What follows belongs to an exercise in optimizing a design on an open flow for small area; a production flow would make more cautious choices.
Only simulation tests tie the RTL to the original design; equivalence was not proved.

==> flow/design.v <==
module mux2Data(
	input select,
	input [31:0] a,b,
	output [31:0] y);
	wire [31:0] a_internal, b_internal;
	assign y = (select) ? b : a;
endmodule
module mux2RegD(
	input select,
	input[4:0] a,b,
	output [4:0] y);
	assign y = (select) ? b : a;
endmodule
module mux2Logic(
	input select,
	input[3:0] a,b,
	output [3:0] y);
	assign y = (select) ? b : a;
endmodule
module mux4Logic(
	input [1:0] select,
	input [3:0] a,b,c,d,
	output [3:0] y);
	assign y = select[1] ? (select[0] ? d : c) : (select[0] ? b : a);
endmodule
module mux4Data(
	input [1:0] select,
	input [31:0] a,b,c,d,
	output [31:0] y);
	assign y = select[1] ? (select[0] ? d : c) : (select[0] ? b : a);
endmodule
module flipflop (
    input clk, reset, writeEn,
    input [31:0] regIn,
    output reg [31:0] regOut);
    always @ (posedge clk) begin
        if (reset == 1) regOut <= 0;
        else if (writeEn) regOut <= regIn;
    end
endmodule  
module ALU(
    input [31:0] regA,regB,
    input [3:0] aluoperation,
    output reg [31:0] regD,
    output reg zero,lt,gt,
    output reg is_comp);
    always@(*) begin 
        gt = 1'b0;
        lt = 1'b0;
        if(regA>regB) begin
            gt = 1'b1;
            lt = 1'b0; 
        end 
        else if(regA<regB) begin
            gt = 1'b0;
            lt = 1'b1;  
        end
        case (aluoperation)
            4'b0000 : regD = regA | regB;  
            4'b0001 : regD = regA & regB;  
            4'b0010 : regD = regA + regB;  
            4'b0100 : regD = regA ^ regB;  
            4'b0110 : regD = regA - regB;  
            4'b0111 : regD = {31'b0,lt};  
        default : regD = regA + regB;  
        endcase
        if (aluoperation == 4'b1000)
            is_comp = 1'b1;
        else
            is_comp = 1'b0;
        if (regD==32'd0) zero=1'b1;
        else zero=1'b0;
    end
endmodule
module alu_control (
    input [5:0] alu_function,
    input [1:0] alu_op,
    output reg [3:0] alu_control
    );
    always @(*) begin
        alu_control = 4'b0010;  
        if (alu_op == 2'b10) begin
            case (alu_function)
                6'b000000: alu_control = 4'b0000;  
                6'b000001: alu_control = 4'b0001;  
                6'b000010: alu_control = 4'b0010;  
                6'b000100: alu_control = 4'b0100;  
                6'b000110: alu_control = 4'b0110;  
                6'b000111: alu_control = 4'b0111;  
                6'b001000: alu_control = 4'b1000;  
                default: alu_control = 4'b0010;  
            endcase
        end
    end
endmodule  
module forwarding_unit(
    input RegW_en_mem, RegW_en_wb,
    input [4:0] mem_regD, wb_regD,
    input [4:0] reg_s, reg_t,
    output reg [1:0] selMuxRegA, selMuxRegB
);
always @(*) begin
        selMuxRegB = 2'b00;
        selMuxRegA = 2'b00;
        if (RegW_en_mem == 1 && mem_regD != 0) begin
            if ( mem_regD == reg_s ) begin
                selMuxRegA = 2'b10;
                selMuxRegB = 2'b00;
            end
            if ( mem_regD == reg_t ) begin
                selMuxRegB = 2'b10;
                selMuxRegA = 2'b00;
            end
        end
        else if (RegW_en_wb == 1 && wb_regD != 0) begin
            if (!(RegW_en_mem == 1 && mem_regD != 0)  && (mem_regD == reg_s )) begin
                if ( wb_regD == reg_s ) begin
                    selMuxRegA = 2'b01;
                    selMuxRegB = 2'b00;
                end
            end 
            if (!(RegW_en_mem == 1 && mem_regD != 0)  && (mem_regD == reg_t )) begin
                if ( wb_regD == reg_t ) begin
                    selMuxRegB = 2'b01;
                    selMuxRegA = 2'b00;
                end
            end
        end
    end
endmodule
module RegFile (
    input [4:0] regA, regB, regD,
    input [31:0] data_to_w,
    input clk, reset, RegWriteEn,
    output [31:0] regA_data, regB_data);
    reg [31:0] regfile [31:0];
    integer i;
    always @(posedge clk)begin
        if (reset) begin
            for (i=0; i<32; i=i+1)
                regfile[i] <= i*10;
        end
        else begin
	    if (RegWriteEn) 
	 	    regfile[regD] <= data_to_w;
            if (!(RegWriteEn && regD == 5'd0))
                regfile[0] <= 0;
        end
    end
    assign regA_data = regfile[regA];
    assign regB_data = regfile[regB];
endmodule
module control (
    input clk,reset,
    input [31:0] instruction,
    input block_pipe_data_cache,
    input block_pipe_instr_cache,
    output reg ALU_REG_DEST,
    output reg is_branch,
    output reg MEM_R_EN, MEM_W_EN,
    output reg MEM_TO_REG,
    output reg WB_EN,
    output reg [1:0] ALU_OP,
    output [4:0] regA,
    output reg [4:0] regB, regD,
    output reg EN_REG_FETCH, EN_REG_DECODE, EN_REG_ALU, EN_REG_MEM,
    output reg is_immediate,
    output [31:0] inject_nop,
    output reg injecting_nop
    );
    wire [5:0] FUNCTION_INT;
    assign FUNCTION_INT = instruction [31:26];
    assign regA = instruction [25:21];
    reg [1:0] ALU_OP_internal;
    always @ ( * ) begin 
        WB_EN = 0;
        ALU_REG_DEST = 0;
        is_branch = 0;
        MEM_R_EN = 0;
        MEM_W_EN = 0;
        MEM_TO_REG = 0;
        ALU_OP = 2'b00;
        regD = 5'b00000;
        regB = 5'b00000;
        is_immediate = 0;
        EN_REG_FETCH = 1;
        EN_REG_DECODE = 1;
        EN_REG_ALU = 1;
        EN_REG_MEM = 1;
        injecting_nop = 1'b0;
        case({FUNCTION_INT})
            6'b000000: begin
                WB_EN = 1;
                ALU_REG_DEST = 1;
                is_branch = 0;
                MEM_R_EN = 0;
                MEM_W_EN = 0;
                MEM_TO_REG = 0;
                ALU_OP = 2'b10;
                regD = instruction[15:11];
                regB = instruction[20:16];
                is_immediate  = 0;
            end
            6'b000001: begin
                WB_EN = 0;
                ALU_REG_DEST = 1;
                is_branch = 0;
                MEM_R_EN = 0;
                MEM_W_EN = 0;
                MEM_TO_REG = 0;
                ALU_OP = 2'b10;
                regD = instruction[15:11];
                regB = instruction[20:16];
                is_immediate  = 0;
            end
            6'b000010: begin
                WB_EN = 1;
                ALU_REG_DEST = 1;
                is_branch = 0;
                MEM_R_EN = 0;
                MEM_W_EN = 0;
                MEM_TO_REG = 0;
                ALU_OP = 2'b11;
                regD = instruction[20:16];
                regB = 6'b000000;
                is_immediate  = 1;
            end
            6'b000011: begin
                WB_EN = 1;
                ALU_REG_DEST = 0;
                is_branch = 0;
                MEM_R_EN = 1;
                MEM_W_EN = 0;
                MEM_TO_REG = 1;
                ALU_OP = 2'b00;
                regD = instruction[20:16];
                regB = 6'b000000;
                is_immediate  = 1;
            end
            6'b000100: begin
                WB_EN = 1;
                ALU_REG_DEST = 0;
                is_branch = 0;
                MEM_R_EN = 1;
                MEM_W_EN = 0;
                MEM_TO_REG = 1;
                ALU_OP = 2'b00;
                regD = instruction[20:16];
                regB = 6'b000000;
                is_immediate  = 1;
            end
            6'b000101: begin
                WB_EN = 0;
                ALU_REG_DEST = 1;
                is_branch = 0;
                MEM_R_EN = 0;
                MEM_W_EN = 1;
                MEM_TO_REG = 0;
                ALU_OP = 2'b00;
                regB = instruction[20:16];
                regD = 6'b000000;
                is_immediate  = 1;
            end
            6'b000110: begin
                WB_EN = 0;
                ALU_REG_DEST = 1;
                is_branch = 0;
                MEM_R_EN = 0;
                MEM_W_EN = 1;
                MEM_TO_REG = 0;
                ALU_OP = 2'b00;
                regB = instruction[20:16];
                regD = 6'b000000;
                is_immediate  = 1;
            end
            6'b000111: begin
                WB_EN = 1;
                ALU_REG_DEST = 0;
                is_branch = 0;
                MEM_R_EN = 0;
                MEM_W_EN = 0;
                MEM_TO_REG = 0;
                ALU_OP = 2'b00;
                regD = instruction[20:16];
                regB = 6'b000000;
                is_immediate  = 0;
            end
            6'b001000: begin
                WB_EN = 1;
                ALU_REG_DEST = 0;
                is_branch = 0;
                MEM_R_EN = 0;
                MEM_W_EN = 0;
                MEM_TO_REG = 0;
                ALU_OP = 2'b00;
                regD = instruction[20:16];
                regB = 6'b000000;
                is_immediate  = 0;
            end
            6'b001001: begin
                WB_EN = 1;
                ALU_REG_DEST = 1;
                is_branch = 1;
                MEM_R_EN = 0;
                MEM_W_EN = 0;
                MEM_TO_REG = 0;
                ALU_OP = 2'b01;
                regD = 6'b000000;
                regB = instruction[20:16];
                is_immediate  = 1;
            end
            6'b001010: begin
                WB_EN = 0;
                ALU_REG_DEST = 1;
                is_branch = 1;
                MEM_R_EN = 0;
                MEM_W_EN = 0;
                MEM_TO_REG = 0;
                ALU_OP = 2'b01;
                regD = 6'b000000;
                regB = instruction[20:16];
                is_immediate  = 0;
            end
            6'b001011: begin
                WB_EN = 0;
                ALU_REG_DEST = 1;
                is_branch = 1;
                MEM_R_EN = 0;
                MEM_W_EN = 0;
                MEM_TO_REG = 0;
                ALU_OP = 2'b01;
                regD = 6'b000000;
                regB = instruction[20:16];
                is_immediate  = 0;
            end
            6'b001100: begin
                WB_EN = 1;
                ALU_REG_DEST = 1;
                is_branch = 0;
                MEM_R_EN = 0;
                MEM_W_EN = 0;
                MEM_TO_REG = 0;
                ALU_OP = 2'b10;
                is_immediate  = 0;
            end
            6'b001101: begin
                WB_EN = 1;
                ALU_REG_DEST = 1;
                is_branch = 0;
                MEM_R_EN = 0;
                MEM_W_EN =0;
                MEM_TO_REG =0;
                ALU_OP = 2'b10;
                is_immediate  = 0;
            end
            6'b001110: begin
                WB_EN = 1;
                ALU_REG_DEST = 1;
                is_branch = 0;
                MEM_R_EN = 0;
                MEM_W_EN =0;
                MEM_TO_REG =0;
                ALU_OP = 2'b10;
                is_immediate  = 0;
            end
            default: begin
                WB_EN = 0;
                ALU_REG_DEST = 0;
                is_branch = 0;
                MEM_R_EN = 0;
                MEM_W_EN =0;
                MEM_TO_REG =0;
                ALU_OP = 2'b10;
                is_immediate  = 0;
            end
        endcase
        if (block_pipe_instr_cache == 1'b1) begin
            EN_REG_FETCH = 0;
            EN_REG_DECODE = 1;
            EN_REG_ALU = 1;
            EN_REG_MEM = 1;
            injecting_nop = 1'b1;
             WB_EN =0; 
        end
        else begin
            EN_REG_FETCH = 1;
            injecting_nop = 1'b0;
        end
        if (block_pipe_data_cache  == 1'b1) begin
            EN_REG_FETCH = 0;
            EN_REG_DECODE = 0;
            EN_REG_ALU = 0;
            EN_REG_MEM = 0;
            WB_EN =0; 
        end
        else if (block_pipe_data_cache  == 1'b0 && block_pipe_instr_cache == 1'b0) begin
            EN_REG_FETCH = 1;
            EN_REG_DECODE = 1;
            EN_REG_ALU = 1;
            EN_REG_MEM = 1;     
        end
    end 
    assign inject_nop = 32'b0;
endmodule  
module store_buffer (    
    input clk, reset,flush, 
    input mem_read,
    input mem_write, 
    input [31:0] address, 
    input [31:0] writedata,
    input cache_ready_to_catch,
    output reg [31:0] data_read,
    output reg hit_storeBuffer,
    output reg [63:0] data_to_cache,
    output reg sending_data_to_cache,
    output reg storeBuffer_full,
    output reg exists_address,
    input cache_hit);
    reg [63:0] storeBuffer [0:3];
    reg storeBuffer_valid [0:3];
    wire pos_0, pos_1,pos_2,pos_3;
    assign pos_0 = storeBuffer[0][63:32] & address & storeBuffer_valid[0];
    assign pos_1 = storeBuffer[1][63:32] & address & storeBuffer_valid[1];
    assign pos_2 = storeBuffer[2][63:32] & address & storeBuffer_valid[2];
    assign pos_3 = storeBuffer[3][63:32] & address & storeBuffer_valid[3];
    assign exists_address = pos_0 | pos_1 | pos_2 | pos_3;
    int valid;
    reg [31:0] t_data_read;
    reg t_hit_storeBuffer, t_sending_data_to_cache, t_storeBuffer_full;
    reg [63:0] t_data_to_cache;
    int t_valid;
    reg [63:0] t_storeBuffer [0:3];
    reg t_storeBuffer_valid [0:3];
    always @ (posedge clk) begin
        t_data_read = data_read;
        t_hit_storeBuffer = hit_storeBuffer;
        t_data_to_cache = data_to_cache;
        t_sending_data_to_cache = sending_data_to_cache;
        t_storeBuffer_full = storeBuffer_full;
        t_valid = valid;
        for (int q = 0; q < 4; q++) t_storeBuffer[q] = storeBuffer[q];
        for (int q = 0; q < 4; q++) t_storeBuffer_valid[q] = storeBuffer_valid[q];
        if (reset == 1'b1) begin
            for (int k = 0; k < 4; k++) begin         
                t_storeBuffer[k] = 64'b0;
                t_storeBuffer_valid[k] = 1'b0;
            end
            t_sending_data_to_cache = 0;
            t_hit_storeBuffer = 0;
            t_storeBuffer_full = 1'b0;
            t_data_read = 32'b0;
            t_data_to_cache = 64'b0;
            t_valid = 0;
        end
        else begin
        if (flush == 1'b1) begin
            for (int k = 0; k < 4; k++) begin         
                t_storeBuffer[k] = 64'b0;
                t_storeBuffer_valid[k] = 1'b0;
            end
            t_sending_data_to_cache = 0;
            t_hit_storeBuffer = 0;
            t_storeBuffer_full = 1'b0;
        end
        if (mem_read == 1'b1 && cache_ready_to_catch == 1'b0) begin
            t_hit_storeBuffer = 1'b0;
            t_valid = 1;
            for (int k = 0; k < 4; k++) if (t_valid == 1) begin
                if (t_storeBuffer_valid[k] == 1'b1 && t_storeBuffer[k][63:32] == address) begin
                    t_data_read = t_storeBuffer[k][31:0];
                    t_hit_storeBuffer = 1'b1;
                    t_valid = 0;
                end
            end
        end
        if (mem_write == 1'b1 && cache_ready_to_catch == 1'b0) begin
            t_hit_storeBuffer = 1'b0;
            t_valid = 1;
            for (int k = 0; k < 4; k++) if (t_valid == 1) begin
                if (t_storeBuffer_valid[k] == 1'b1 && t_storeBuffer[k][63:32] == address) begin
                    t_storeBuffer[k][31:0] = writedata;
                    t_hit_storeBuffer = 1'b1;
                    t_valid = 0;
                end
                if (t_storeBuffer_valid[k] == 1'b0 && cache_hit == 1'b1) begin
                    t_storeBuffer[k][31:0] = writedata;
                    t_storeBuffer[k][63:32] = address;
                    t_hit_storeBuffer = 1'b0;
                    t_storeBuffer_valid[k] = 1'b1;
                    t_valid = 0;
                end
            end
        end
        if (cache_ready_to_catch == 1'b1) begin
            if (t_storeBuffer_valid[0] == 1'b1) begin
                t_sending_data_to_cache= 1'b1;
                t_data_to_cache = t_storeBuffer[0];
                t_storeBuffer_valid[0] = 1'b0;
                t_valid = 1;
                for (int k = 1; k < 4; k++) if (t_valid == 1) begin
                    if (t_storeBuffer_valid[k] == 1'b1) begin
                        t_storeBuffer[k-1] = t_storeBuffer[k];
                        t_storeBuffer_valid[k-1] = 1'b1;
                        t_storeBuffer_valid[k] = 1'b0;
                    end
                    else begin
                        t_valid = 0;
                    end
                end
            end
            else begin
                t_sending_data_to_cache= 1'b0;
            end
        end
        if (t_storeBuffer_valid[3] == 1'b1) begin
            t_storeBuffer_full = 1'b1;
        end
        else begin
            t_storeBuffer_full = 1'b0;
        end
        end
        data_read <= t_data_read;
        hit_storeBuffer <= t_hit_storeBuffer;
        data_to_cache <= t_data_to_cache;
        sending_data_to_cache <= t_sending_data_to_cache;
        storeBuffer_full <= t_storeBuffer_full;
        valid <= t_valid;
        for (int q = 0; q < 4; q++) storeBuffer[q] <= t_storeBuffer[q];
        for (int q = 0; q < 4; q++) storeBuffer_valid[q] <= t_storeBuffer_valid[q];
    end
endmodule
module data_cache (    
    input clk, reset,flush, 
    input mem_read,
    input mem_write, 
    input [31:0] address, 
    input [31:0] writedata, 
    output reg [31:0] readdata,
    input [127:0] data_from_mem,
    input read_ready_from_mem,
    input written_data_ack,
    output reg reqD_mem,
    output reg reqD_stop,
    output reg [25:0] reqAddrD_mem,
    output reg reqD_cache_write,
    output reg [127:0] data_to_mem,
    output reg [25:0] reqAddrD_write_mem);
    reg [127:0] dataCache [0:3];
    reg [25:0] dataTag [0:3];
    reg dataValid [0:3];
    reg dataDirty [0:3];
    wire [3:0] addr_byte;
    wire [1:0] addr_index;
    wire [25:0] addr_tag;
    reg req_valid;
    reg pending_req;
    reg ready_next;
    wire [31:0] next_instruction;
    reg [31:0] readdata_intern;
    reg cache_hit;
    assign addr_byte = address[3:0];
    assign    addr_index = address[5:4];
    assign    addr_tag = address[31:6];
    int row;
    wire [31:0] data_read_store_buffer;
    wire [63:0] data_to_write_from_SB;
    wire hit_storeBuffer,storeBuffer_full,exists_address_in_SB;
    wire sending_data_to_cache,cache_ready_to_catch;
    int addr_byte_SB;
    int rowSB;
    assign addr_byte_SB = data_to_write_from_SB[35:32];
    assign rowSB = data_to_write_from_SB[37:36];
    reg cache_ready_to_catch_SB;
    assign cache_ready_to_catch = (!mem_read & !mem_write) | cache_ready_to_catch_SB;
    store_buffer store_buffer(
        .clk(clk),
        .reset(reset),
        .flush(flush),
        .mem_read(mem_read),
        .mem_write(mem_write),
        .address(address),
        .writedata(writedata),
        .cache_ready_to_catch(cache_ready_to_catch),
        .data_read(data_read_store_buffer),
        .hit_storeBuffer(hit_storeBuffer),
        .data_to_cache(data_to_write_from_SB),
        .sending_data_to_cache(sending_data_to_cache),
        .storeBuffer_full(storeBuffer_full),
        .exists_address(exists_address_in_SB),
        .cache_hit(cache_hit)
    );
    mux2Data dataread_StoreBuffer(
        .select(hit_storeBuffer),
        .a(readdata_intern),
        .b(data_read_store_buffer),
        .y(readdata)
    );
    int flushing_SB;
    reg [158:0] line_ext;
    always @ (negedge clk) begin
        if (reset == 1'b1) begin
            cache_hit = 1'b0;
            req_valid = 1'b1;
            pending_req = 1'b0;
            reqD_mem = 1'b0;
            reqD_cache_write = 1'b0;
            reqAddrD_write_mem =26'b0;
            reqD_stop = 1'b0;
            flushing_SB = 0;
            reqAddrD_mem = 26'b0;
            data_to_mem = 128'b0;
            readdata_intern = 32'b0;
            cache_ready_to_catch_SB = 1'b0;
            ready_next = 1'b0;
            for (int k = 0; k < 4; k++) begin         
                dataDirty[k] = 0;
                dataValid[k] = 0;
                dataCache[k] = 128'b0;
                dataTag[k] = 26'b0;
            end
        end
        else begin
        if (flush == 1'b1) begin
            cache_hit = 1'b0;
            req_valid = 1'b1;
            pending_req = 1'b0;
            reqD_mem = 1'b0;
            reqD_cache_write = 1'b0;
            reqAddrD_write_mem =26'b0;
            reqD_stop = 1'b0;
            flushing_SB = 0;
            for (int k = 0; k < 4; k++) begin         
                dataDirty[k] = 0;
                dataValid[k] = 0;
            end
        end
        row = addr_index;
        cache_hit=1'b0;
        if (sending_data_to_cache == 1'b1 && flushing_SB == 1) begin
            line_ext = {31'b0, dataCache [rowSB]};
            line_ext[addr_byte_SB*8 +: 31] = data_to_write_from_SB[30:0];
            dataCache [rowSB] = line_ext[127:0];
            cache_hit=1'b1;
            dataDirty[rowSB]=1;
        end
        if (storeBuffer_full == 1'b1 || sending_data_to_cache == 1'b1) begin
            cache_ready_to_catch_SB = 1'b1;
            ready_next = 1'b0;
            flushing_SB= 1;
            reqD_stop = 1'b1;
        end
        else begin
            cache_ready_to_catch_SB = 1'b0;
            ready_next = 1'b1;
            reqD_stop = 1'b0;
            flushing_SB= 0;
        end
        if (pending_req && flushing_SB == 0 && read_ready_from_mem == 1'b1) begin
            if (dataDirty[row] == 0) begin
                dataCache [row] = data_from_mem;
                dataTag [row] = addr_tag;
                pending_req = 1'b0;
                dataValid [row] = 1'b1;
                ready_next = 1'b1;
                reqD_mem = 1'b0;
            end
        end
        if (pending_req == 1'b1 && written_data_ack == 1'b1 && flushing_SB == 0) begin
            pending_req = 1'b0;
        end
        if (!pending_req && req_valid && mem_read && flushing_SB == 0) begin
            if (dataTag [row] == addr_tag) begin
                if (dataValid [row] == 1'b1) begin
                    line_ext = {31'b0, dataCache [row]};
                    readdata_intern = {1'b0, line_ext[addr_byte*8 +: 31]};
                    cache_hit=1'b1;
                end
            end
            else begin
                cache_hit = 1'b0;
            end
            if (cache_hit == 1'b0) begin
                if (dataDirty[row] == 1'b0) begin
                    pending_req = 1'b1;
                    reqAddrD_mem = address[31:2];
                    reqD_mem = 1'b1;
                    ready_next = 1'b0;
                end
                else begin
                    pending_req = 1'b1;
                    data_to_mem = dataCache [row];
                    reqAddrD_mem = address[31:2];
                    reqD_mem = 1'b1;
                    ready_next = 1'b0;
                    reqD_cache_write = 1'b1;
                    dataDirty[row] = 1'b0;
                end 
            end
        end
        else if (!pending_req && req_valid && mem_write && flushing_SB == 0) begin
            if (dataTag [row] == addr_tag) begin
                if (dataValid [row] == 1'b1) begin
                    cache_hit=1'b1;
                    dataDirty[row]=1;
                end
            end
            else begin
                cache_hit = 1'b0;
            end
            if (cache_hit == 1'b0) begin
                if (dataDirty[row] == 1'b0) begin
                    pending_req = 1'b1;
                    reqAddrD_mem = address[31:2];
                    reqD_mem = 1'b1;
                    ready_next = 1'b0;
                    reqD_cache_write = 1'b0;
                end
                else begin
                    pending_req = 1'b1;
                    data_to_mem = dataCache [row];
                    reqAddrD_write_mem = {dataTag[row],row,4'b0000};
                    reqAddrD_mem = address[31:2];
                    reqD_mem = 1'b1;
                    ready_next = 1'b0;
                    reqD_cache_write = 1'b1;
                    dataDirty[row] = 1'b0;
                end 
            end
        end
        end
    end
endmodule  
module instr_cache (    
    input clk, reset,flush, 
    input mem_read,
    input [31:0] address, 
    output reg [31:0] readdata,
    input [127:0] data_from_mem,
    input read_ready_from_mem,
    input written_data_ack,
    output reg reqI_mem,
    output reg [25:0] reqAddrI_mem,
    output reg cache_hit);
    reg [127:0] dataCache [0:3];
    reg [25:0] dataTag [0:3];
    reg dataValid [0:3];
    wire [3:0] addr_byte;
    wire [1:0] addr_index;
    wire [25:0] addr_tag;
    reg req_valid;
    reg pending_req;
    reg ready_next;
    wire [31:0] next_instruction;
    assign addr_byte = address[3:0];
    assign    addr_index = address[5:4];
    assign    addr_tag = address[31:6];
    integer row;
    reg [158:0] line_ext;
    always @ (negedge clk) begin
        if (reset == 1'b1) begin
            for (int k = 0; k < 4; k++) begin         
                cache_hit = 1'b0;
                req_valid = 1'b1;
                pending_req = 1'b0;
                dataValid[k] = 0;
                dataCache[k] = 128'b0;
                dataTag[k] = 26'b0;
                reqI_mem = 1'b0;
                reqAddrI_mem = 26'b0;
                ready_next = 1'b0;
                readdata = 32'b0;
            end
        end
        else begin
        if (flush == 1'b1) begin
            for (int k = 0; k < 4; k++) begin         
                cache_hit = 1'b0;
                req_valid = 1'b1;
                pending_req = 1'b0;
                dataValid[k] = 0;
                reqI_mem = 1'b0;
                readdata = 32'b0;
            end
        end
        row = addr_index;
        cache_hit=1'b0;
        if (pending_req && read_ready_from_mem == 1'b1) begin
            dataCache [row] = data_from_mem;
            dataTag [row] = addr_tag;
            pending_req = 1'b0;
            dataValid [row] = 1'b1;
            ready_next = 1'b1;
            reqI_mem = 1'b0;
        end
        if (pending_req == 1'b1 && written_data_ack == 1'b1) begin
            pending_req = 1'b0;
        end
        if (!pending_req && req_valid && mem_read) begin
            if (dataTag [row] == addr_tag) begin
                if (dataValid [row] == 1'b1) begin
                    line_ext = {31'b0, dataCache [row]};
                    readdata = {1'b0, line_ext[addr_byte*8 +: 31]};
                    cache_hit=1'b1;
                end
            end
            else begin
                cache_hit = 1'b0;
            end
            if (cache_hit == 1'b0) begin
                pending_req = 1'b1;
                reqAddrI_mem = address[31:4];
                reqI_mem = 1'b1;
                ready_next = 1'b0;
            end
        end
        end
    end
endmodule  
module memory_controller (    
    input clk, reset, 
    input reqI_cache,
    input reqD_cache,
    input reqD_cache_write,
    input [25:0] reqAddrD_mem,
    input [25:0] reqAddrD_write_mem,
    input [25:0] reqAddrI_mem,
    input [127:0] data_from_cache,
    output reg [127:0] data_to_cache,
    output reg read_ready_for_icache,
    output reg read_ready_for_dcache,
    output reg written_data_ack,
    output [25:0] mem_addr,
    input [127:0] mem_rdata,
    output [25:0] mem_waddr,
    output [127:0] mem_wdata,
    output mem_we);
    integer count_mem_received;
    integer count_mem_response;
    reg recived_mem_access;
    reg attending_mem_access;
    reg arbitror;
    reg [25:0] data_req_to_mem,where_to_write;
    reg [127:0] data_req_by_cache;
    reg write_to_mem;
    reg [127:0] data_to_write;
    assign mem_addr = data_req_to_mem;
    assign mem_waddr = where_to_write;
    assign mem_wdata = data_to_write;
    assign mem_we = write_to_mem;
    always @ (*) data_req_by_cache = mem_rdata;
    integer t_count_mem_received, t_count_mem_response;
    reg t_recived_mem_access, t_attending_mem_access, t_arbitror;
    reg [25:0] t_data_req_to_mem, t_where_to_write;
    reg [127:0] t_data_to_write, t_data_to_cache;
    reg t_write_to_mem, t_written_data_ack, t_read_ready_for_icache, t_read_ready_for_dcache;
    always @ (posedge clk) begin
        t_count_mem_received = count_mem_received;
        t_count_mem_response = count_mem_response;
        t_recived_mem_access = recived_mem_access;
        t_attending_mem_access = attending_mem_access;
        t_arbitror = arbitror;
        t_data_req_to_mem = data_req_to_mem;
        t_where_to_write = where_to_write;
        t_data_to_write = data_to_write;
        t_write_to_mem = write_to_mem;
        t_written_data_ack = written_data_ack;
        t_data_to_cache = data_to_cache;
        t_read_ready_for_icache = read_ready_for_icache;
        t_read_ready_for_dcache = read_ready_for_dcache;
        if (reset == 1'b1) begin
            t_recived_mem_access = 1'b0;
            t_attending_mem_access = 1'b0;
            t_count_mem_received = 0;
            t_count_mem_response = 0;
            t_arbitror = 1'b0;
            t_data_req_to_mem = 26'b0;
            t_where_to_write = 26'b0;
            t_data_to_write = 128'b0;
            t_data_to_cache = 128'b0;
            t_read_ready_for_icache = 1'b0;
            t_read_ready_for_dcache = 1'b0;
            t_write_to_mem = 1'b0;
            t_written_data_ack = 1'b0;
        end
        else begin
        t_write_to_mem=0;
        t_written_data_ack=0;
        if (( reqI_cache == 1'b1 || reqD_cache == 1'b1) && t_recived_mem_access != 1'b1 && t_attending_mem_access != 1'b1 && t_read_ready_for_icache == 1'b0 && t_read_ready_for_dcache == 1'b0 ) begin
            t_recived_mem_access = 1'b1;
            if (reqD_cache == 1'b1) begin
                t_arbitror = 1'b0;
            end
            else begin
                t_arbitror = 1'b1;
            end
        end
        if (t_count_mem_received == 4) begin
            t_attending_mem_access = 1'b1;
            t_count_mem_received = 0;
            if (t_arbitror == 1'b0) begin
                t_data_req_to_mem = reqAddrD_mem;
                if (reqD_cache_write == 1'b1) begin
                    t_data_to_write = data_from_cache;
                    t_where_to_write = reqAddrD_write_mem;
                    t_write_to_mem = 1'b1;
                    t_written_data_ack = 1'b1;
                end
            end
            else begin
                t_data_req_to_mem = reqAddrI_mem;
            end
            t_recived_mem_access = 1'b0;
        end
        if (t_count_mem_response == 4) begin
            t_data_to_cache = data_req_by_cache;
            t_count_mem_response = 0;
            if (t_arbitror == 1'b0) begin
                t_read_ready_for_dcache = 1'b1;
                t_read_ready_for_icache = 1'b0;
            end
            else begin
                t_read_ready_for_icache = 1'b1;
                t_read_ready_for_dcache = 1'b0;
            end
            t_attending_mem_access = 1'b0;
        end
        else begin
            t_read_ready_for_dcache = 1'b0;
            t_read_ready_for_icache = 1'b0;
        end
        if (t_recived_mem_access ==  1'b1) begin
            t_count_mem_received = t_count_mem_received + 1; 
        end
        if (t_attending_mem_access ==  1'b1) begin
            t_count_mem_response = t_count_mem_response + 1; 
        end
        end
        count_mem_received <= t_count_mem_received;
        count_mem_response <= t_count_mem_response;
        recived_mem_access <= t_recived_mem_access;
        attending_mem_access <= t_attending_mem_access;
        arbitror <= t_arbitror;
        data_req_to_mem <= t_data_req_to_mem;
        where_to_write <= t_where_to_write;
        data_to_write <= t_data_to_write;
        write_to_mem <= t_write_to_mem;
        written_data_ack <= t_written_data_ack;
        data_to_cache <= t_data_to_cache;
        read_ready_for_icache <= t_read_ready_for_icache;
        read_ready_for_dcache <= t_read_ready_for_dcache;
    end
endmodule  
module fetch_stage(
    input [31:0] PCbranch,
    input clk,reset,writePCEn,flush,
    input BRANCH, 
    input EN_REG,
    input [127:0] instr_from_mem,
    input read_ready_from_mem,
    input written_data_ack_from_mem,
    output reg [31:0] PCnext,
    output reg [31:0] instruction,
    output reg reqI_mem,
    output reg [25:0] reqAddrI_mem);
    wire [31:0] PC_internal_plus_4, PC_internal_plus_4_int,PC_address_to_PC,instruction_internal;
    wire [31:0] PC_INTERNAL;
    reg cache_hit;
    int count_ready_next_inst;
    mux2Data muxSelectPC(
        .select(BRANCH),
        .a(PC_internal_plus_4),
        .b(PCbranch),
        .y(PC_address_to_PC)
    );
    assign PC_internal_plus_4 = PC_INTERNAL +4;
    instr_cache instr_cache(
        .clk(clk),
        .reset(reset),
        .flush(flush), 
        .mem_read(EN_REG),
        .address(PC_INTERNAL), 
        .readdata(instruction_internal),
        .data_from_mem(instr_from_mem),
        .read_ready_from_mem(read_ready_from_mem),
        .written_data_ack(written_data_ack_from_mem),
        .reqI_mem(reqI_mem),
        .reqAddrI_mem(reqAddrI_mem),
        .cache_hit(cache_hit)
    );
    flipflop PC(
        .clk(clk),
        .reset(reset),
        .writeEn(EN_REG & !read_ready_from_mem & cache_hit ),
        .regIn(PC_address_to_PC),
        .regOut(PC_INTERNAL)
    );
    assign instruction = instruction_internal;
    always @ (posedge clk) begin
        if (flush || reset) begin
            PCnext <= 0;
        end
        else if (EN_REG && !read_ready_from_mem) begin
            PCnext <= PC_address_to_PC;
        end
    end
endmodule
module decode_stage(
    input clk,reset,flush,
    input [31:0] PCNEXT_init,
    input [31:0] instruction,
    input [4:0] registerD,
    input [31:0]registerD_data,
    input RegW_en,
    input EN_REG,
    input block_pipe_data_cache,
    input block_pipe_instr_cache,
    output reg [31:0] RegAdata,
    output reg [31:0] RegBdata,
    output reg [31:0] lower_half_instruction,
    output reg [31:0] PCNEXT,
    output reg WB_EN, MEM_R_EN, MEM_W_EN,
    output reg [4:0] regD_reg,
    output reg [4:0] regD_imme,
    output reg ALU_REG_DEST,
    output reg is_BRANCH,
    output reg [5:0] FUNCTION,
    output reg [4:0] regA, regB,
    output reg MEM_TO_REG,
    output reg [1:0] ALU_OP,
    output reg EN_REG_FETCH, EN_REG_DECODE, EN_REG_ALU, EN_REG_MEM,
    output reg is_immediate    );
    wire [31:0] instruction_internal,lower_half_instruction_internal;
    wire [31:0] PC_internal,PCnext_internal;
    wire [31:0] regAdata_internal,regBdata_internal;
    wire [4:0] regD_reg_internal, regD_imme_internal;
    wire ALU_REG_DEST_INT, IS_BRANCH_INT;
    wire MEM_R_EN_INT, MEM_W_EN_INT, MEM_TO_REG_INT, WB_EN_INT;
    wire [1:0] ALU_OP_INT;
    wire [5:0] FUNCTION_INT;
    wire [4:0] regA_int, regB_int, regD_init,regD_int;
    wire EN_REG_FETCH_INT, EN_REG_DECODE_INT, EN_REG_ALU_INT, EN_REG_MEM_INT;
    wire is_immediate_int;
    wire [31:0] inject_nop;
    wire injecting_nop;
    assign EN_REG_FETCH = EN_REG_FETCH_INT;
    assign EN_REG_DECODE = EN_REG_DECODE_INT;
    assign EN_REG_ALU = EN_REG_ALU_INT;
    assign EN_REG_MEM = EN_REG_MEM_INT;
    assign FUNCTION_INT = instruction [31:26];
    control control(
        .clk(clk),
        .reset(reset),
        .instruction(instruction),
        .ALU_REG_DEST(ALU_REG_DEST_INT),
        .is_branch(IS_BRANCH_INT),
        .MEM_R_EN(MEM_R_EN_INT),
        .MEM_W_EN(MEM_W_EN_INT),
        .MEM_TO_REG(MEM_TO_REG_INT),
        .WB_EN(WB_EN_INT),
        .regA(regA_int),
        .regB(regB_int),
        .regD(regD_int),
        .ALU_OP(ALU_OP_INT),
        .EN_REG_FETCH(EN_REG_FETCH_INT),
        .EN_REG_DECODE(EN_REG_DECODE_INT),
        .EN_REG_ALU(EN_REG_ALU_INT),
        .EN_REG_MEM(EN_REG_MEM_INT),
        .is_immediate(is_immediate_int),
        .block_pipe_instr_cache(block_pipe_instr_cache),
        .block_pipe_data_cache(block_pipe_data_cache),
        .inject_nop(inject_nop),
        .injecting_nop(injecting_nop)
    );
    RegFile registers(
        .clk(clk),
        .reset(reset),
        .regA(regA_int),
        .regB(regB_int),
        .regD(registerD),
        .data_to_w(registerD_data),
        .RegWriteEn(RegW_en),
        .regA_data(regAdata_internal),
        .regB_data(regBdata_internal)
    );
    mux2Data nop_injection(
        .a(instruction),
        .b(inject_nop),
        .y(instruction_internal),
        .select(injecting_nop)
    );
    assign lower_half_instruction_internal = { 16'b0, instruction_internal[15:0] };
    assign regD_reg_internal = instruction_internal[20:16];
    assign regD_imme_internal = instruction_internal[15:11];
    always @ (posedge clk) begin
        if (reset) begin
            RegAdata <= 0;
            RegBdata <= 0;
            lower_half_instruction  <= 0;
            PCNEXT <= 0;
            WB_EN <= 0;
            MEM_R_EN <= 0;
            MEM_W_EN <= 0;
            regD_reg  <= 0;
            regD_imme  <= 0;
            ALU_REG_DEST <= 0;
            is_BRANCH <= 0;
            MEM_R_EN <= 0;
            MEM_W_EN <= 0;
            MEM_TO_REG <= 0;
            WB_EN <= 0;
            FUNCTION <= 6'b000000;
            regA  <= 5'b00000;
            regB <= 5'b00000;
            ALU_OP <= 0;
            is_immediate <= 0;
        end
        else begin
            if (flush) begin
                RegAdata <= 0;
                RegBdata <= 0;
                lower_half_instruction  <= 0;
                PCNEXT <= 0;
                WB_EN <= 0;
                MEM_R_EN <= 0;
                MEM_W_EN <= 0;
                regD_reg  <= 0;
                regD_imme  <= 0;
                ALU_REG_DEST <= 0;
                is_BRANCH <= 0;
                MEM_R_EN <= 0;
                MEM_W_EN <= 0;
                MEM_TO_REG <= 0;
                WB_EN <= 0;
                FUNCTION <= 6'b000000;
                regA  <= 5'b00000;
                regB <= 5'b00000;
                ALU_OP <= 0;
                is_immediate <= 0;
            end
            else if (EN_REG) begin
                RegAdata <= regAdata_internal;
                RegBdata <= regBdata_internal;
                lower_half_instruction  <= lower_half_instruction_internal;
                PCNEXT<= PCNEXT_init;
                WB_EN <= WB_EN_INT;
                MEM_R_EN <= MEM_R_EN_INT;
                MEM_W_EN <= MEM_W_EN_INT;
                regD_reg <= regD_int;
                regD_imme <= regD_imme_internal;
                ALU_REG_DEST <= ALU_REG_DEST_INT;
                is_BRANCH <= IS_BRANCH_INT;
                MEM_R_EN <= MEM_R_EN_INT;
                MEM_TO_REG <= MEM_TO_REG_INT;
                FUNCTION <= FUNCTION_INT;
                regA  <= regA_int;
                regB <= regB_int;
                ALU_OP <= ALU_OP_INT;
                is_immediate <= is_immediate_int;
            end
        end
    end
endmodule
module alu_stage(
    input clk, reset, 
    input [4:0] mem_regD, wb_regD,
    input RegW_en_mem, RegW_en_wb,
    input [31:0] regAdata_init,regBdata_init,
    input [4:0] reg_s,reg_t,
    input [31:0] regFromWB, regFromMem,
    input [31:0] lower_half_instruction,
    input WB_EN_INIT, MEM_R_EN_INIT, MEM_W_EN_INIT,
    input [31:0] PCNEXT_init,
    input [1:0] ALU_OP,
    input REG_DEST,
    input [4:0] regD_reg,
    input [4:0] regD_imme,
    input is_BRANCH_init,
    input EN_REG,
    input MEM_TO_REG_INIT,
    input [5:0] FUNCTION,
    input is_immediate,
    output reg MEM_TO_REG,
    output reg [31:0] regDdata, regBdata,
    output reg zero,  
    output reg WB_EN, MEM_R_EN, MEM_W_EN,
    output reg [31:0] PCNEXT,
    output reg is_BRANCH,
    output reg [4:0] regD
    );
    wire [31:0] unused_data;
    wire [31:0] regDdata_internal;
    wire [31:0] regBdata_internal,regBdata_pre_internal;
    wire [31:0] regAdata_internal;
    wire [31:0] immediate;
    wire zero_internal;
    wire [4:0] regD_internal;
    wire [1:0] selMuxRegA, selMuxRegB;
    wire lt,gt;
    wire [3:0] alu_control_int;
    wire [31:0] PC_NEXT_INTERNAL;
    wire [5:0] FUNCTION_TO_ALU;
    assign immediate = lower_half_instruction;
    assign FUNCTION_TO_ALU = lower_half_instruction [5:0];
    assign PC_NEXT_INTERNAL = PCNEXT_init + (lower_half_instruction << 2);
    assign unused_data = 32'h0000;
    alu_control alu_controller(
        .alu_function(FUNCTION_TO_ALU),
        .alu_op(ALU_OP),
        .alu_control(alu_control_int)
    );
    forwarding_unit forward_logic(
        .RegW_en_mem(RegW_en_mem),
        .RegW_en_wb(RegW_en_wb),
        .mem_regD(mem_regD),
        .wb_regD(wb_regD),
        .reg_s(reg_s),
        .reg_t(reg_t),
        .selMuxRegA(selMuxRegA),
        .selMuxRegB(selMuxRegB)
    );
    mux2RegD muxRegD (
        .select(REG_DEST),
        .a(regD_imme),
        .b(regD_reg),
        .y(regD_internal)
    );
    mux4Data muxRegA (
        .select(selMuxRegA),
        .a(regAdata_init),
        .b(regFromWB),
        .c(regFromMem),
        .d(unused_data),
        .y(regAdata_internal)
    );
    mux2Data muxImmeRegB(
        .select(is_immediate),
        .a(regBdata_init),
        .b(immediate),
        .y(regBdata_pre_internal)
    );
    mux4Data muxRegB (
        .select(selMuxRegB),
        .a(regBdata_pre_internal),
        .b(regFromWB),
        .c(regFromMem),
        .d(unused_data),
        .y(regBdata_internal)
    );
    ALU alu(
        .regA(regAdata_internal),
        .regB(regBdata_internal),
        .aluoperation(alu_control_int),
        .regD(regDdata_internal),
        .zero(zero_internal),
        .lt(lt),
        .gt(gt)
    );
    always @ (posedge clk) begin
        if (reset) begin
            WB_EN <= 0;
            MEM_R_EN <= 0;
            MEM_W_EN <= 0;
            regDdata <= 0;
            zero <= 0;
            regBdata <= 0;
            PCNEXT <= 0;
            regD <= 0;
            is_BRANCH <= 0;
            MEM_TO_REG <= 0;
        end
        else if (EN_REG) begin
            WB_EN <= WB_EN_INIT;
            MEM_R_EN <= MEM_R_EN_INIT;
            MEM_W_EN <= MEM_W_EN_INIT;
            regDdata <= regDdata_internal;
            regBdata <= regBdata_internal;
            zero <= zero_internal;
            PCNEXT <= PC_NEXT_INTERNAL;
            regD <= regD_internal;
            is_BRANCH <= is_BRANCH_init;
            MEM_TO_REG <= MEM_TO_REG_INIT;
        end
    end
endmodule
module mem_stage(
    input clk, reset,zero, flush,
    input WB_EN_INIT, MEM_R_EN_INIT, MEM_W_EN_INIT,
    input [31:0] regBdata_write_data,regData_address,
    input [31:0] PCNEXT_INIT,
    input is_BRANCH,
    input EN_REG,
    input [4:0] regD_init,
    input MEM_TO_REG_INIT,
    output reg WB_EN,
    output reg MEM_TO_REG,
    output reg [31:0] read_data_mem,
    output reg [31:0] alu_result,
    output reg BRANCH,
    output reg [31:0] PCNEXT,
    output reg [4:0] regD,
    input [127:0] data_from_mem,
    input read_ready_from_mem,
    input written_data_ack_from_mem,
    output reg reqD_mem,
    output reg [25:0] reqAddrD_mem,
    output reg [127:0] data_to_mem,
    output reg reqD_cache_write,
    output reg [25:0] reqAddrD_write_mem,
    output reg reqD_stop    
);
    wire [31:0] read_data_mem_intern;
    assign BRANCH = is_BRANCH & zero;
    data_cache data_cache(
        .clk(clk), 
        .reset(reset),
        .flush(flush), 
        .mem_read(MEM_R_EN_INIT),
        .mem_write(MEM_W_EN_INIT), 
        .address(regData_address), 
        .writedata(regBdata_write_data), 
        .readdata(read_data_mem_intern),
        .data_from_mem ( data_from_mem),
        .read_ready_from_mem (read_ready_from_mem),
        .written_data_ack( written_data_ack_from_mem),
        .reqD_mem (reqD_mem),
        .reqD_stop(reqD_stop),
        .reqAddrD_mem ( reqAddrD_mem),
        .reqD_cache_write ( reqD_cache_write),
        .data_to_mem ( data_to_mem),
        .reqAddrD_write_mem(reqAddrD_write_mem)
    );
    always @ (posedge clk) begin
        if (reset) begin
            WB_EN <= 0;
            MEM_TO_REG <= 0;
            read_data_mem <= 0;
            alu_result <= 0;
            PCNEXT <= 32'b00000000000000000000000000000000;
            regD <= 0;
        end
        else if (EN_REG) begin
            WB_EN <= WB_EN_INIT;
            MEM_TO_REG <= MEM_R_EN_INIT;
            alu_result <= regData_address;
            read_data_mem <= read_data_mem_intern;
            PCNEXT <= PCNEXT_INIT;
            regD <= regD_init;
        end
    end
endmodule
module writeB_stage(
    input clk, reset, 
    input RegW_en_init,
    input [31:0] alu_result, memReadVal,
    input [4:0] RegD_init,
    input MemToReg,
    output [31:0] WriteData,
    output [4:0] RegD,
    output RegW_en);
    wire [31:0] WriteData_internal;
    mux2Data dataFromtoW(
        .select(MemToReg),
        .a(alu_result),
        .b(memReadVal),
        .y(WriteData_internal)
    );
    assign RegD = RegD_init;
    assign WriteData = WriteData_internal;
    assign RegW_en = RegW_en_init;
endmodule 
module core(
    input clk, reset, flush,
    output [25:0] mem_addr,
    input [127:0] mem_rdata,
    output [25:0] mem_waddr,
    output [127:0] mem_wdata,
    output mem_we
);
    wire [31:0] instruction_to_decode;
    wire [31:0] PCnext_to_decode;
    wire [31:0] RegAdata_to_alu, RegBdata_to_alu;
    wire [31:0] lower_half_instruction_to_alu;
    wire WB_EN_TO_ALU, MEM_R_EN_TO_ALU, MEM_W_EN_TO_ALU, ALU_REG_DEST_TO_ALU;
    wire [31:0] PC_TO_ALU;
    wire [4:0] regD_reg_ALU, regD_imme_ALU;
    wire is_BRANCH_TO_ALU;
    wire [1:0] ALU_OP_TO_ALU;
    wire [5:0] FUNCTION_TO_ALU;
    wire [4:0] reg_s, reg_t;
    wire MEM_TO_REG_TO_ALU;
    wire [31:0] regDdata_to_mem, regBdata_to_mem;
    wire zero_to_mem;
    wire WB_EN_TO_MEM, MEM_R_EN_TO_MEM, MEM_W_EN_TO_MEM;
    wire [31:0] PC_TO_MEM;
    wire is_BRANCH_TO_MEM;
    wire MEM_TO_REG_TO_MEM;
    wire WB_EN_TO_WB;
    wire MEM_TO_REG_TO_WB;
    wire [31:0] alu_result_to_wb;
    wire [31:0] read_data_mem_to_wb;
    wire [31:0] write_data_to_reg;
    wire [4:0] destination_reg;
    wire RegW_en_to_decode;
    wire BRANCH_TO_FETCH;
    wire [31:0] PCNEXT_TO_FETCH;
    wire [4:0] regD_to_wb;
    wire [4:0] regD_to_mem;
    wire is_immediate;
    wire EN_REG_FETCH, EN_REG_DECODE, EN_REG_ALU, EN_REG_MEM;
    wire reqI_cache, read_ready_for_icache, write,written_data_ack;
    wire [127:0] data_to_cache,data_to_mem;
    wire [25:0] reqAddrI_mem;
    wire reqD_cache, reqD_stop,reqD_cache_write;
    wire read_ready_for_dcache;
    wire [25:0] reqAddrD_mem,reqAddrD_write_mem;
    wire block_pipe_data_cache, block_pipe_instr_cache;
    assign block_pipe_data_cache = reqD_cache | reqD_stop;
    assign block_pipe_instr_cache = reqI_cache;
    fetch_stage fetch_state(
        .PCbranch(PCNEXT_TO_FETCH),
        .clk(clk),
        .reset(reset),
        .flush(flush),
        .writePCEn(EN_REG_FETCH),
        .BRANCH(BRANCH_TO_FETCH),
        .PCnext(PCnext_to_decode),
        .instruction(instruction_to_decode),
        .EN_REG ( EN_REG_FETCH),
        .read_ready_from_mem(read_ready_for_icache),
        .written_data_ack_from_mem(written_data_ack),
        .reqI_mem(reqI_cache),
        .reqAddrI_mem(reqAddrI_mem),
        .instr_from_mem(data_to_cache)
    );
    decode_stage decode_state(
        .clk(clk),
        .reset(reset),
        .flush(flush),
        .PCNEXT_init(PCnext_to_decode),
        .instruction(instruction_to_decode),
        .registerD(destination_reg),
        .registerD_data(write_data_to_reg),
        .RegW_en ( RegW_en_to_decode),
        .EN_REG ( EN_REG_DECODE),
        .RegAdata(RegAdata_to_alu),
        .RegBdata(RegBdata_to_alu),
        .lower_half_instruction(lower_half_instruction_to_alu),
        .PCNEXT(PC_TO_ALU),
        .WB_EN(WB_EN_TO_ALU), 
        .MEM_R_EN(MEM_R_EN_TO_ALU), 
        .MEM_W_EN(MEM_W_EN_TO_ALU),
        .regD_reg(regD_reg_ALU),
        .regD_imme(regD_imme_ALU),
        .ALU_OP(ALU_OP_TO_ALU),
        .ALU_REG_DEST(ALU_REG_DEST_TO_ALU),
        .is_BRANCH(is_BRANCH_TO_ALU),
        .FUNCTION(FUNCTION_TO_ALU),
        .regA(reg_s),
        .regB(reg_t),
        .MEM_TO_REG(MEM_TO_REG_TO_ALU),
        .EN_REG_FETCH(EN_REG_FETCH),
        .EN_REG_DECODE(EN_REG_DECODE),
        .EN_REG_ALU(EN_REG_ALU),
        .EN_REG_MEM(EN_REG_MEM),
        .is_immediate(is_immediate),
        .block_pipe_data_cache(block_pipe_data_cache),
        .block_pipe_instr_cache(block_pipe_instr_cache)
    );
    alu_stage alu_state(
        .clk(clk),
        .reset(reset),
        .mem_regD(regD_to_mem),
        .wb_regD(regD_to_wb),
        .RegW_en_mem(WB_EN_TO_MEM),
        .RegW_en_wb(RegW_en_to_decode),
        .regAdata_init(RegAdata_to_alu),
        .regBdata_init(RegBdata_to_alu),
        .reg_s(reg_s),
        .reg_t(reg_t),
        .regFromWB(write_data_to_reg),
        .regFromMem(alu_result_to_wb),
        .lower_half_instruction(lower_half_instruction_to_alu),
        .FUNCTION(FUNCTION_TO_ALU),
        .WB_EN_INIT(WB_EN_TO_ALU), 
        .MEM_R_EN_INIT(MEM_R_EN_TO_ALU),
        .MEM_W_EN_INIT(MEM_W_EN_TO_ALU),
        .MEM_TO_REG_INIT( MEM_TO_REG_TO_ALU),
        .is_immediate(is_immediate),
        .PCNEXT_init(PC_TO_ALU),
        .ALU_OP(ALU_OP_TO_ALU),
        .REG_DEST(ALU_REG_DEST_TO_ALU),
        .regD_reg(regD_reg_ALU),
        .regD_imme(regD_imme_ALU),
        .is_BRANCH_init(is_BRANCH_TO_ALU),
        .EN_REG ( EN_REG_ALU),
        .regDdata(regDdata_to_mem),
        .regBdata(regBdata_to_mem),
        .zero(zero_to_mem),
        .WB_EN(WB_EN_TO_MEM), 
        .MEM_R_EN(MEM_R_EN_TO_MEM),
        .MEM_W_EN(MEM_W_EN_TO_MEM),
        .MEM_TO_REG( MEM_TO_REG_TO_MEM),
        .PCNEXT(PC_TO_MEM),
        .regD ( regD_to_mem),
        .is_BRANCH(is_BRANCH_TO_MEM)
    );
    mem_stage mem_state(
        .clk(clk),
        .reset(reset),
        .flush(flush),
        .WB_EN_INIT(WB_EN_TO_MEM), 
        .MEM_R_EN_INIT(MEM_R_EN_TO_MEM),
        .MEM_W_EN_INIT(MEM_W_EN_TO_MEM),
        .regBdata_write_data(regBdata_to_mem),
        .regData_address(regDdata_to_mem),
        .PCNEXT_INIT(PC_TO_MEM),
        .zero(zero_to_mem),
        .is_BRANCH(is_BRANCH_TO_MEM),
        .WB_EN(WB_EN_TO_WB),
        .MEM_TO_REG_INIT( MEM_TO_REG_TO_MEM),
        .MEM_TO_REG( MEM_TO_REG_TO_WB),
        .read_data_mem( read_data_mem_to_wb),
        .alu_result (alu_result_to_wb),
        .regD_init (regD_to_mem),
        .regD (regD_to_wb),
        .BRANCH (BRANCH_TO_FETCH),
        .PCNEXT (PCNEXT_TO_FETCH),
        .EN_REG (EN_REG_MEM),
        .data_from_mem(data_to_cache),
        .read_ready_from_mem(read_ready_for_dcache),
        .written_data_ack_from_mem(written_data_ack),
        .reqD_mem(reqD_cache),
        .reqAddrD_mem(reqAddrD_mem),
        .data_to_mem(data_to_mem),
        .reqD_cache_write(reqD_cache_write),
        .reqAddrD_write_mem(reqAddrD_write_mem),
        .reqD_stop(reqD_stop)
    );
    writeB_stage writeB_state(
        .clk(clk),
        .reset(reset),
        .RegW_en_init(WB_EN_TO_WB),
        .alu_result(alu_result_to_wb),
        .memReadVal(read_data_mem_to_wb),
        .RegD_init(regD_to_wb),
        .MemToReg( MEM_TO_REG_TO_WB),
        .WriteData(write_data_to_reg),
        .RegD(destination_reg),
        .RegW_en(RegW_en_to_decode)
    );
    memory_controller memory_controller(
        .clk(clk), 
        .reset(reset), 
        .reqI_cache (reqI_cache),
        .reqD_cache (reqD_cache),
        .reqD_cache_write ( reqD_cache_write),
        .reqAddrD_mem ( reqAddrD_mem),
        .reqAddrI_mem ( reqAddrI_mem),
        .data_from_cache ( data_to_mem),
        .data_to_cache (data_to_cache),
        .read_ready_for_icache (read_ready_for_icache),
        .read_ready_for_dcache(read_ready_for_dcache),
        .written_data_ack (written_data_ack),
        .reqAddrD_write_mem(reqAddrD_write_mem),
        .mem_addr(mem_addr),
        .mem_rdata(mem_rdata),
        .mem_waddr(mem_waddr),
        .mem_wdata(mem_wdata),
        .mem_we(mem_we)
    );
endmodule
==> flow/run.sh <==
#!/bin/bash
# synth_recipe.tcl (not shown) runs the flow's synth.tcl, then flattens the netlist and writes it again
# the make line also repeats each setting of config.mk as NAME=value (left out here)
make -C /OpenROAD-flow-scripts/flow DESIGN_CONFIG=/design/flow/config.mk WORK_HOME=/design/flow/orfs CLKGATE_MAP_FILE= SYNTH_SCRIPT=/design/flow/synth_recipe.tcl finish
==> flow/config.mk <==
export PLATFORM = sky130hd
export DESIGN_NAME = core
export DESIGN_NICKNAME = core
export VERILOG_FILES = /design/flow/design.v
export SDC_FILE = /design/flow/constraint.sdc
export NUM_CORES = 4
export LEC_CHECK = 0
export CAP_MARGIN = 20
export CORE_MARGIN = 2
export CORE_UTILIZATION = 35
export PLACE_DENSITY = 0.55
export SLEW_MARGIN = 20
==> flow/constraint.sdc <==
create_clock -name core_clock -period 25.0 [get_ports {clk}]
set_input_delay 5.0000 -clock core_clock [delete_from_list [all_inputs] [get_ports {clk}]]
set_output_delay 5.0000 -clock core_clock [all_outputs]
set_load 0.01 [all_outputs]
==> results.txt <==
## placed cells by master, fill, tap and decap left out, types with 111 or more instances in the layout
cell and instances:
mux2i_1 665, buf_4 496, a211oi_1 504, o211ai_1 134, dfxtp_1 2615, nor3b_1 111
nor2_1 2582, o221ai_1 271, a221oi_1 189, clkbuf_16 438, mux4_2 605, o22ai_1 285
a31oi_1 273, a21oi_1 2239, o21ai_0 682, and3_1 137, ha_1 117, nor3_1 255
or3_1 176, mux2_2 425, nor2b_1 210, xnor2_1 119, inv_1 1761, and2_1 355
clkdlybuf4s50_1 309, nand3_1 245, edfxtp_1 1024, nand2_1 3754
## metrics by stage
| stage | setup WS (ns) | area [sq um] | utilization | hold slack, ns | cells |
|---|---|---|---|---|---|
| after global routing | 2.54 | 222000 | 0.405 | 0.411 | 30200 |
| after floorplan | 3.95 | 192000 | - | 0.403 | 21900 |
| after detailed placement | 1.91 | 202000 | 0.369 | 0.420 | 27800 |
| after CTS | 2.95 | 222000 | 0.405 | 0.386 | 30100 |
| after global placement | 1.92 | 202000 | 0.368 | 0.419 | 27800 |
| final | 2.66 | 222000 | 0.405 | 0.390 | 30200 |
## report_power, final
part	internal, mW	switching, mW
clock	4.08	3.47
combinational	0.194	0.518
sequential	6.17	0.0432
total	10.5	4.03
## layer usage
layer / part of all wire / wire [um] / up-vias
li1: - / - / 79800
met1: 0.39 / 346000 / 89700
met2: 0.42 / 372000 / 11600
met3: 0.13 / 111000 / 2328
met4: 0.061 / 53700 / 28
met5: 0.00021 / 182 / -
## critical path: cells and delay by family
kind / cells / cell delay (ns)
AND/OR/NAND/NOR: 7 / 3.87
buffers and inverters: 1 / 0.15
AO/OA/AOI/OAI: 5 / 1.68
## worst paths after layout
check / start / end / slack, ns / depth (start not counted)
max: flush / mem_state.data_cache.readdata_intern[6] / 2.66 / 13
min: alu_state.PCNEXT[9] / mem_state.PCNEXT[9] / 0.39 / 2
max reg2reg: alu_state.regDdata[5] / mem_state.data_cache.readdata_intern[6] / 5.60 / 14
min reg2reg: alu_state.PCNEXT[9] / mem_state.PCNEXT[9] / 0.39 / 2
## area by class of cell
class / instances / area share
multi-input combinational: 15800 / 0.452
inverter: 232 / 0.00398
tap: 7261 / 0.0409
antenna: 25 / 0.000282
clock buffer: 532 / 0.0527
timing repair buffer: 862 / 0.0357
clock inverter: 1774 / 0.0378
sequential: 3664 / 0.377
## cells by family after synthesis
kind of cell | count (synthesis) | synth area share
xor+xnor | 205 | 0.00934
compound gates | 5450 | 0.180
fa+ha+maj | 121 | 0.00798
simple gates | 8289 | 0.186
mux | 1732 | 0.132
flops | 3664 | 0.435
other cells | 1 | 0.0000195
buf+inv | 2455 | 0.0500
==> flow_summary.toml <==
[final_layout]
largest_reg_flops = 1024
fillers = 54500
drive_gt1_frac = 0.112
nets = 22800
regMostFlops = "decode_state.registers.regfile"
multi_input_area_sq_mm = 0.100
area_growth_syn_to_layout_pct = 15.5
regArea_sq_mm = 0.0837

[placement]
port_buffers = 311
hpwl_um = 559000
gp_congestion = 1.01

[timing]
maxSlewHeadroom = 0.151
clock_skew_ns = 0.129
report.final.hold_viol_count = 0
slew_violations = 0
tightest_slew_ns = 1.27
tns_ns = 0
rsz0062_at_grt = "false"
timing.final.setup_violations = 0

[die]
die_y_um = 745
ios = 312
start_util = 0.351
fp.coreArea_sq_mm = 0.548
die-area_sq_mm = 0.555
row_count = 272
die_x_um = 745

[synth]
synth.top_cells.by_area = "dfxtp_1 (27%), edfxtp_1 (16%), nand2_1 (7.4%)"
synth_top_area_frac = 0.275
synth-edff-count = 1024
synth_flop_cell = "dfxtp_1"
syn-cell-area_sq_mm = 0.192
synth_cells = 21900
synth_top_area_cell = "dfxtp_1"
synth_area_per_cell_sq_um = 8.77
synth-seq-area-share = 0.435
netlist_top_cells_count = "nand2_1 (3805), dfxtp_1 (2640), nor2_1 (2606)"
yosys_warnings = 32
synth.most_common_cell = "nand2_1"
synth_cell_types = 105
async_flop_share = 0
ys_seq_elements = 3664

[grt]
antenna_found_initial = 55
top_usage_layer = "met2"
grt_max_degree = 226
gr-usage-met2 = 0.442
grt_util_all_layers = 0.301
grtUsageMet1 = 0.392
grt_pass1_vias = 173000
grt_first_pass_wirelength_um = 1250000
grt-ovfl-total = 0
gr-usage-met3 = 0.0969

[cts]
clk_path_buf_depth = 4
cts_setup_buffers = 0
cts_tree = "done"
clockRootBuffer = "clkbuf_16"
clkTransAtPathRegs_ns = 0.06
postCtsResizedCells = 0
clock_sinks = 3664
cts_hold_buffers = 0
htree_num_levels = 5
clk_latency_ns = 1.08
cts_made_buffers = 419

[setup_path]
crit_arrival_ns = 10.80
crit_path_end_kind = "register"
crit_type = "input port to register"
crit_path_start_kind = "input port"
cp_data_required_time_ns = 13.45
cp_max_fo = 33
crit_chain = "buf_8 -> nand3b_4 -> nor4_4 -> nand2_4 -> a32oi_1 -> o32ai_1 -> a2111oi_2 -> nand4_1 -> nor2_2 -> and4_1 -> nand2_2 -> a2111oi_0 -> a22o_1"
cp_slowest_cell = "nor4_4"
critPathMaxStageDelay_ns = 0.99

[detailed_routing]
drtAntennaViolNets = 0
first_pass_iters = 9
num_vias = 183000
routed_wl_um = 883000
dr.first_iter.drc_count = 25600
drcViolationCount = 0
avgViaCountPerCell = 6.08
wl_per_cell_um = 29.3

[run]
maxCapViolations = 0

[worst_hold_path]
hp-class = "register to register"

[pwr]
powerDensity_mw_per_mm2 = 65.2
total_power_mw = 14.5
p_leak_nw = 80.8
peakVddDrop_mv = 0.0672

[run_status]
status = "complete, no violations"
